Background: an optimization exercise with open tools, aiming at small area, a short achievable clock period and few clock cycles. Do not read the settings as production practice.
RTL that was checked went through simulation tests only; none was proved equivalent to the original.

== v12 ==
// cordic_core
module cordic_core(input clk, input rst, input start, input [3:0] func, input [15:0] op1, input [15:0] op2,
    output busy, output done, output [31:0] result);
    reg busy_r, done_r;
    reg prep, first;
    reg [1:0] pst;
    reg [3:0] f;
    reg [3:0] cnt;
    reg signed [15:0] x, y, t;
    reg [15:0] z;
    reg r16, rhi;
    reg lt;
    assign busy = busy_r;
    assign done = done_r;
    assign result = {{15{rhi}}, r16, z};
    wire m_circ = (f[3:1] == 3'd0);
    wire m_asin = (f[3:1] == 3'd1);
    wire m_hrot = (f == 4'd4) | (f == 4'd5) | (f == 4'd6);
    wire m_acos = (f == 4'd2);
    wire m_ln = f[3];
    wire circular = m_circ | m_asin;
    reg [15:0] rom;
    always @(*)
    begin
        if(circular)
            case(cnt)
                4'd0: rom = 16'b0011001001000011;
                4'd1: rom = 16'b0001110110101100;
                4'd2: rom = 16'b0000111110101101;
                4'd3: rom = 16'b0000011111110101;
                4'd4: rom = 16'b0000001111111110;
                4'd5: rom = 16'b0000000111111111;
                4'd6: rom = 16'b0000000011111111;
                4'd7: rom = 16'b0000000001111111;
                4'd8: rom = 16'b0000000000111111;
                4'd9: rom = 16'b0000000000011111;
                4'd10: rom = 16'b0000000000001111;
                4'd11: rom = 16'b0000000000000111;
                4'd12: rom = 16'b0000000000000011;
                4'd13: rom = 16'b0000000000000001;
                default: rom = 16'd0;
            endcase
        else if(m_ln)
            case(cnt)
                4'd1: rom = 16'b0100011001001110;
                4'd2: rom = 16'b0010000010110000;
  ...
export LEC_CHECK = 0
export ABC_AREA = 1
export CAP_MARGIN = 20
export CORE_MARGIN = 2
export CORE_UTILIZATION = 40
export SLEW_MARGIN = 20
create_clock -name core_clock -period 12.0 [get_ports {clk}]
standard.sh (not shown) runs the stock make flow with config.mk's settings and CLKGATE_MAP_FILE= SYNTH_SCRIPT=/design/flow/synth_recipe.tcl, a recipe that flattens the netlist after the stock synthesis.
==> flow/flow/run.sh <==
#!/bin/bash
# Standard synthesis, then the standard layout with repair_timing aiming for a larger setup margin.
set -euo pipefail
bash standard.sh synth > flow_synth.log 2>&1
bash standard.sh SETUP_SLACK_MARGIN=9 finish > flow_layout.log 2>&1
Testbench counts of v12, summed over its fixed seeds: cycles 77,452.
What v33 does differently from v12 at the input level:
==> flow/run.sh (new file) <==
#!/bin/bash
# synth_recipe.tcl (not shown) runs the flow's synth.tcl, then flattens the netlist and writes it again
# the make line also repeats each setting of config.mk as NAME=value (left out here)
make -C /OpenROAD-flow-scripts/flow DESIGN_CONFIG=/design/flow/config.mk WORK_HOME=/design/flow/orfs CLKGATE_MAP_FILE= SYNTH_SCRIPT=/design/flow/synth_recipe.tcl finish
removed: flow/flow/run.sh
removed: flow/standard.sh
Findings:
Relative area of non-clock buffer cells in the final design sits lower in v33 than in v12. [compare] base=v12 new=v33: wire length of the first global-routing pass -12%; detailed placement HPWL +about 2.4%.

---

delta:
Another version of the RTL of cordic_core (not shown whole).
Size: roughly 73 I/O pins, ~12000 µm² of cells after synthesis.
clock: 12.0 ns
lec_check: 0
abc_area: 1
cap_margin: 20
core_margin: 2
core_utilization: 55
slew_margin: 20
==> flow/flow/run.sh <==
#!/bin/bash
# Standard synthesis, then the standard layout with buf_4 port buffers and repair_timing
# aiming for a larger setup margin.
set -euo pipefail
bash standard.sh synth > flow_synth.log 2>&1
bash standard.sh SETUP_SLACK_MARGIN=8.5 TNS_END_PERCENT=0 "BUFFER_PORTS_ARGS=-buffer_cell sky130_fd_sc_hd__buf_4" finish > flow_layout.log 2>&1
Here is what was changed in the inputs of cedar compared with delta.
- CORE_UTILIZATION changed from 55 to 40
==> flow/flow/run.sh <==
#!/bin/bash
# Standard synthesis, then the standard layout with buf_4 port buffers and repair_timing
# aiming for a larger setup margin.
set -euo pipefail
bash standard.sh synth > flow_synth.log 2>&1
bash standard.sh SETUP_SLACK_MARGIN=8.8 TNS_END_PERCENT=0 "BUFFER_PORTS_ARGS=-buffer_cell sky130_fd_sc_hd__buf_4" finish > flow_layout.log 2>&1
==> comparison <==
Per the comparison of cedar with delta, post-route non-filler standard cell count went up by 105, upper clock frequency limit went up by 1.9%, post-route minimum period went down by 0.074 ns.
The inputs of quartz differ from those of cedar as listed below.
==> flow/flow/run.sh <==
#!/bin/bash
# Standard synthesis and floorplan, then the standard layout with buf_4 port buffers and
# repair_timing (after CTS and global routing) aiming for a larger setup margin.
set -euo pipefail
bash standard.sh synth > flow_synth.log 2>&1
bash standard.sh floorplan > flow_floorplan.log 2>&1
bash standard.sh SETUP_SLACK_MARGIN=8.0 TNS_END_PERCENT=0 "BUFFER_PORTS_ARGS=-buffer_cell sky130_fd_sc_hd__buf_4" finish > flow_layout.log 2>&1
==> comparison <==
- On period utilization: between quartz and cedar, it ends up higher for quartz.
- Area growth from synthesis to layout in quartz vs cedar: down 6.3 points
- In the metrics for quartz and cedar, the one carrying the lower design area is quartz.
No run of this note included a check of the RTL's function; only the layout flow was run.

---

The RTL this note starts from:
==> flow/design.v <==
`timescale 1ns / 1ps
module cordic_core(input clk, input rst, input start, input [3:0] func, input [15:0] op1, input [15:0] op2,
    output busy, output done, output [31:0] result);
    reg busy_r, done_r;
    reg prep, first;
    reg [1:0] pst;
    reg [3:0] f;
    reg m_cir, m_asn, m_acs, m_hro, m_hve;
    reg [3:0] cnt;
    reg signed [15:0] x, y, t;
    reg [15:0] z;
    reg r16, rhi;
    reg zsg;
    assign busy = busy_r;
    assign done = done_r;
    assign result = {{15{rhi}}, r16, z};
    wire circular = (f[3:1] == 3'd0) | (f[3:1] == 3'd1);
    wire m_ln = f[3];
    wire m_hrot = (f == 4'd4) | (f == 4'd5) | (f == 4'd6);
    reg [15:0] rom;
    always @(*)
    begin
        if(circular)
            case(cnt)
                4'd0: rom = 16'b0011001001000011;
                4'd1: rom = 16'b0001110110101100;
                4'd2: rom = 16'b0000111110101101;
                4'd3: rom = 16'b0000011111110101;
                4'd4: rom = 16'b0000001111111110;
                4'd5: rom = 16'b0000000111111111;
                4'd6: rom = 16'b0000000011111111;
                4'd7: rom = 16'b0000000001111111;
                4'd8: rom = 16'b0000000000111111;
                4'd9: rom = 16'b0000000000011111;
                4'd10: rom = 16'b0000000000001111;
                4'd11: rom = 16'b0000000000000111;
                4'd12: rom = 16'b0000000000000011;
                4'd13: rom = 16'b0000000000000001;
                default: rom = 16'd0;
            endcase
        else if(m_ln)
            case(cnt)
                4'd1: rom = 16'b0100011001001110;
                4'd2: rom = 16'b0010000010110000;
                4'd3: rom = 16'b0001000000010100;
                4'd4: rom = 16'b0000100000000010;
                4'd5: rom = 16'b0000010000000000;
                4'd6: rom = 16'b0000001000000000;
                4'd7: rom = 16'b0000000100000000;
                4'd8: rom = 16'b0000000010000000;
                4'd9: rom = 16'b0000000001000000;
                4'd10: rom = 16'b0000000000100000;
                4'd11: rom = 16'b0000000000010000;
                4'd12: rom = 16'b0000000000001000;
                4'd13: rom = 16'b0000000000000100;
                4'd14: rom = 16'b0000000000000010;
                default: rom = 16'd0;
            endcase
        else
            case(cnt)
                4'd1: rom = 16'b0010001100100111;
                4'd2: rom = 16'b0001000001011000;
                4'd3: rom = 16'b0000100000001010;
                4'd4: rom = 16'b0000010000000001;
                4'd5: rom = 16'b0000001000000000;
                4'd6: rom = 16'b0000000100000000;
                4'd7: rom = 16'b0000000010000000;
                4'd8: rom = 16'b0000000001000000;
                4'd9: rom = 16'b0000000000100000;
                4'd10: rom = 16'b0000000000010000;
                4'd11: rom = 16'b0000000000001000;
                4'd12: rom = 16'b0000000000000100;
                4'd13: rom = 16'b0000000000000010;
                4'd14: rom = 16'b0000000000000001;
                default: rom = 16'd0;
            endcase
    end
    wire d0 = ~t[15] & (t != 16'd0);
    wire lt = (y < t);
    wire ypos = ~y[15] & (y != 16'd0);
    wire mc = ({x[1:0], 4'd0} < x[5:0]);
    wire pp1 = (pst == 2'd2);
    wire sub_x = (m_cir & y[15]) | (m_asn & lt) | (m_acs & lt) | (m_hro & zsg) | (m_hve & ypos) | pp1;
    wire sub_y = (m_cir & ~y[15]) | (m_asn & ~lt) | (m_acs & ~lt) | (m_hro & zsg) | (m_hve & ypos);
    wire sub_z = (m_cir & y[15]) | (m_asn & ~lt) | (m_acs & lt) | (m_hro & ~zsg) | (m_hve & ~ypos);
    wire cin_x = pp1 ? ~mc : sub_x;
    wire signed [15:0] xs = x >>> cnt;
    wire signed [15:0] ys = y >>> cnt;
    wire [16:0] zs = first ? {1'b0, (m_hrot ? t : 16'h0000)} : {r16, z};
    wire [15:0] yb = xs ^ {16{sub_y}};
    wire [16:0] xn = {x[15], x} + ({ys[15], ys} ^ {17{sub_x}}) + {16'd0, cin_x};
    wire [15:0] yn = y + yb + {15'd0, sub_y};
    wire [16:0] zn = zs + ({1'b0, rom} ^ {17{sub_z}}) + {16'd0, sub_z};
    wire [15:0] yprep = {x[15:14] - 2'b01, x[13:0]};
    wire last = (f == 4'd0 || f[3:1] == 3'd1) ? (cnt == 4'd13) :
                ((f == 4'd7 || m_ln) ? (cnt == 4'd14) : (cnt == 4'd15));
    always @(posedge clk)
    begin
        if(rst)
        begin
            busy_r <= 0;
            done_r <= 0;
            prep <= 0;
            first <= 0;
            pst <= 0;
        end
        else if(!busy_r)
        begin
            x <= op1;
            y <= op2;
            t <= op1;
            f <= func;
            m_cir <= (func[3:1] == 3'd0);
            m_acs <= (func[3:1] == 3'd1) & ~func[0];
            m_asn <= (func[3:1] == 3'd1) & func[0];
            m_hro <= (func[3:1] == 3'd2) | (func[3:0] == 4'd6);
            m_hve <= (func[3:0] == 4'd7) | func[3];
            zsg <= op1[15];
            cnt <= {3'd0, func[3] | func[2]};
            if(start)
            begin
                busy_r <= 1;
                done_r <= 0;
                prep <= func[3];
                first <= 1;
                pst <= 0;
            end
        end
        else if(prep)
        begin
            x <= {x[15:14] + 2'b01, x[13:0]};
            y <= yprep;
            prep <= 0;
        end
        else if(pst == 2'd1)
        begin
            y <= x;
            cnt <= 4'd6;
            pst <= 2'd2;
        end
        else if(pst == 2'd2)
        begin
            x <= xn[15:0];
            cnt <= 4'd2;
            pst <= 2'd3;
        end
        else if(pst == 2'd3)
        begin
            pst <= 0;
            busy_r <= 0;
            done_r <= 1;
            r16 <= xn[16];
            if(f == 4'd1)
            begin
                z <= xn[16:1];
                rhi <= xn[16];
            end
            else
            begin
                z <= xn[15:0];
                rhi <= 0;
            end
        end
        else
        begin
            first <= 0;
            cnt <= cnt + 4'd1;
            zsg <= zn[15];
            r16 <= m_ln & zn[16];
            rhi <= 0;
            if(first && (m_asn || m_acs))
            begin
                x <= 16'h26DD;
                y <= d0 ? 16'h26DD : -16'sh26DD;
                if(m_acs)
                    z <= d0 ? 16'h6487 - 16'h3243 : 16'h6487 + 16'h3243;
                else
                    z <= d0 ? 16'h3243 : -16'sh3243;
            end
            else
            begin
                if(first && m_hro)
                begin
                    if(f == 4'd5)
                    begin
                        x <= zsg ? -16'sh2800 : 16'sh2800;
                        y <= 16'h5000;
                    end
                    else
                    begin
                        x <= 16'h5000;
                        y <= zsg ? -16'sh2800 : 16'sh2800;
                    end
                end
                else
                begin
                    x <= xn[15:0];
                    y <= yn;
                end
                z <= zn[15:0];
            end
            if(last)
            begin
                if(f == 4'd1 || f == 4'd6)
                begin
                    m_cir <= 0;
                    m_hro <= 0;
                    pst <= (f == 4'd1) ? 2'd1 : 2'd3;
                end
                else
                begin
                    busy_r <= 0;
                    done_r <= 1;
                end
                if(f == 4'd4 || f == 4'd5)
                    z <= xn[15:0];
            end
        end
    end
endmodule
clock: 12.0 ns
lec_check: 0
abc_area: 1
cap_margin: 20
core_margin: 2
core_utilization: 40
slew_margin: 20
==> flow/flow/run.sh <==
#!/bin/bash
# Standard synthesis, then the standard layout with buf_4 port buffers and repair_timing
# aiming for a larger setup margin.
set -euo pipefail
bash standard.sh synth > flow_synth.log 2>&1
bash standard.sh SETUP_SLACK_MARGIN=8.5 TNS_END_PERCENT=0 "BUFFER_PORTS_ARGS=-buffer_cell sky130_fd_sc_hd__buf_4" finish > flow_layout.log 2>&1
The first run finished clean.
Testbench counts at the start, summed over its fixed seeds: cycles 77,452.
Change:
==> flow/run.sh (new file) <==
#!/bin/bash
# synth_recipe.tcl (not shown) runs the flow's synth.tcl, then flattens the netlist and writes it again
# the make line also repeats each setting of config.mk as NAME=value (left out here)
make -C /OpenROAD-flow-scripts/flow DESIGN_CONFIG=/design/flow/config.mk WORK_HOME=/design/flow/orfs CLKGATE_MAP_FILE= SYNTH_SCRIPT=/design/flow/synth_recipe.tcl finish
removed: flow/flow/run.sh
removed: flow/standard.sh
- The new run finished clean
- synthesized area does not change
- synthesized cell count does not change
- setup slack degrades by 1000 ps
- utilization falls by 5.1 points
- via count fell by a few percent
- cell area drops by roughly a tenth
- wire length came out lower by a few percent
- die area stays the same
- register-to-register slack gets worse by 1000 ps
Change:
==> flow/flow/run.sh (new file) <==
#!/bin/bash
# Standard synthesis, then the standard layout with repair_timing aiming for a larger setup margin.
set -euo pipefail
bash standard.sh synth > flow_synth.log 2>&1
bash standard.sh SETUP_SLACK_MARGIN=8.5 TNS_END_PERCENT=0 finish > flow_layout.log 2>&1
==> flow/standard.sh (new file) <==
#!/bin/bash
# synth_recipe.tcl (not shown) runs the flow's synth.tcl, then flattens the netlist and writes it again
# the make line also repeats each setting of config.mk as NAME=value (left out here)
make -C /OpenROAD-flow-scripts/flow DESIGN_CONFIG=/design/flow/config.mk WORK_HOME=/design/flow/orfs CLKGATE_MAP_FILE= SYNTH_SCRIPT=/design/flow/synth_recipe.tcl "${@:-finish}"
removed: flow/run.sh
What happened: Setup slack gains 1000 ps; count of clock-buffer cells in the layout does not change; design area went up by 10%; non-clock buffer count grows by 58; first-iteration DRC count came out higher by 2.6%; worst hold slack degrades by 11 ps.

separate check: timing with driven ports:
No port has a modelled driver above. Below, the same layouts with a new extraction and two added sets of constraints.
Step 1: set_driving_cell puts a clkbuf_16 on clk and a buf_2 on each other input, an assumption about the parent block.
Step 2, shift: input delay + t, output delay - t, t = (earliest + latest rising clock arrival at the registers) / 2. This alone moves slack from input paths to output paths.
Three values: ideal, step 1, step 2; two values: the first two.
run	shift t [ns]	setup slack, ns	worst setup path after step 2	clock arrival spread, ns	worst slew at a driven data input, ns
v12	0.416	7.872 / 7.872 / 7.872	register to register	0.013 / 0.014	0.06
v33	0.405	7.076 / 7.076 / 7.076	register to register	0.019 / 0.018	0.07
delta	0.408	8.127 / 8.127 / 7.954	input to register	0.014 / 0.014	0.04
cedar	0.425	8.201 / 8.201 / 7.986	input to register	0.017 / 0.016	0.05
quartz	0.420	8.119 / 8.119 / 7.787	input to register	0.021 / 0.020	0.05
the first run of note 3	0.401	7.667 / 7.667 / 7.667	register to register	0.011 / 0.010	0.05
the second run of note 3	0.401	6.648 / 6.648 / 6.648	register to register	0.010 / 0.011	0.06
the third run of note 3	0.406	7.676 / 7.676 / 7.676	register to register	0.008 / 0.009	0.04
After both steps every run listed still meets setup and hold. For quartz, which loses most, drivers alone change the setup slack by 0.000 ns; drivers and shift together by -0.332 ns.
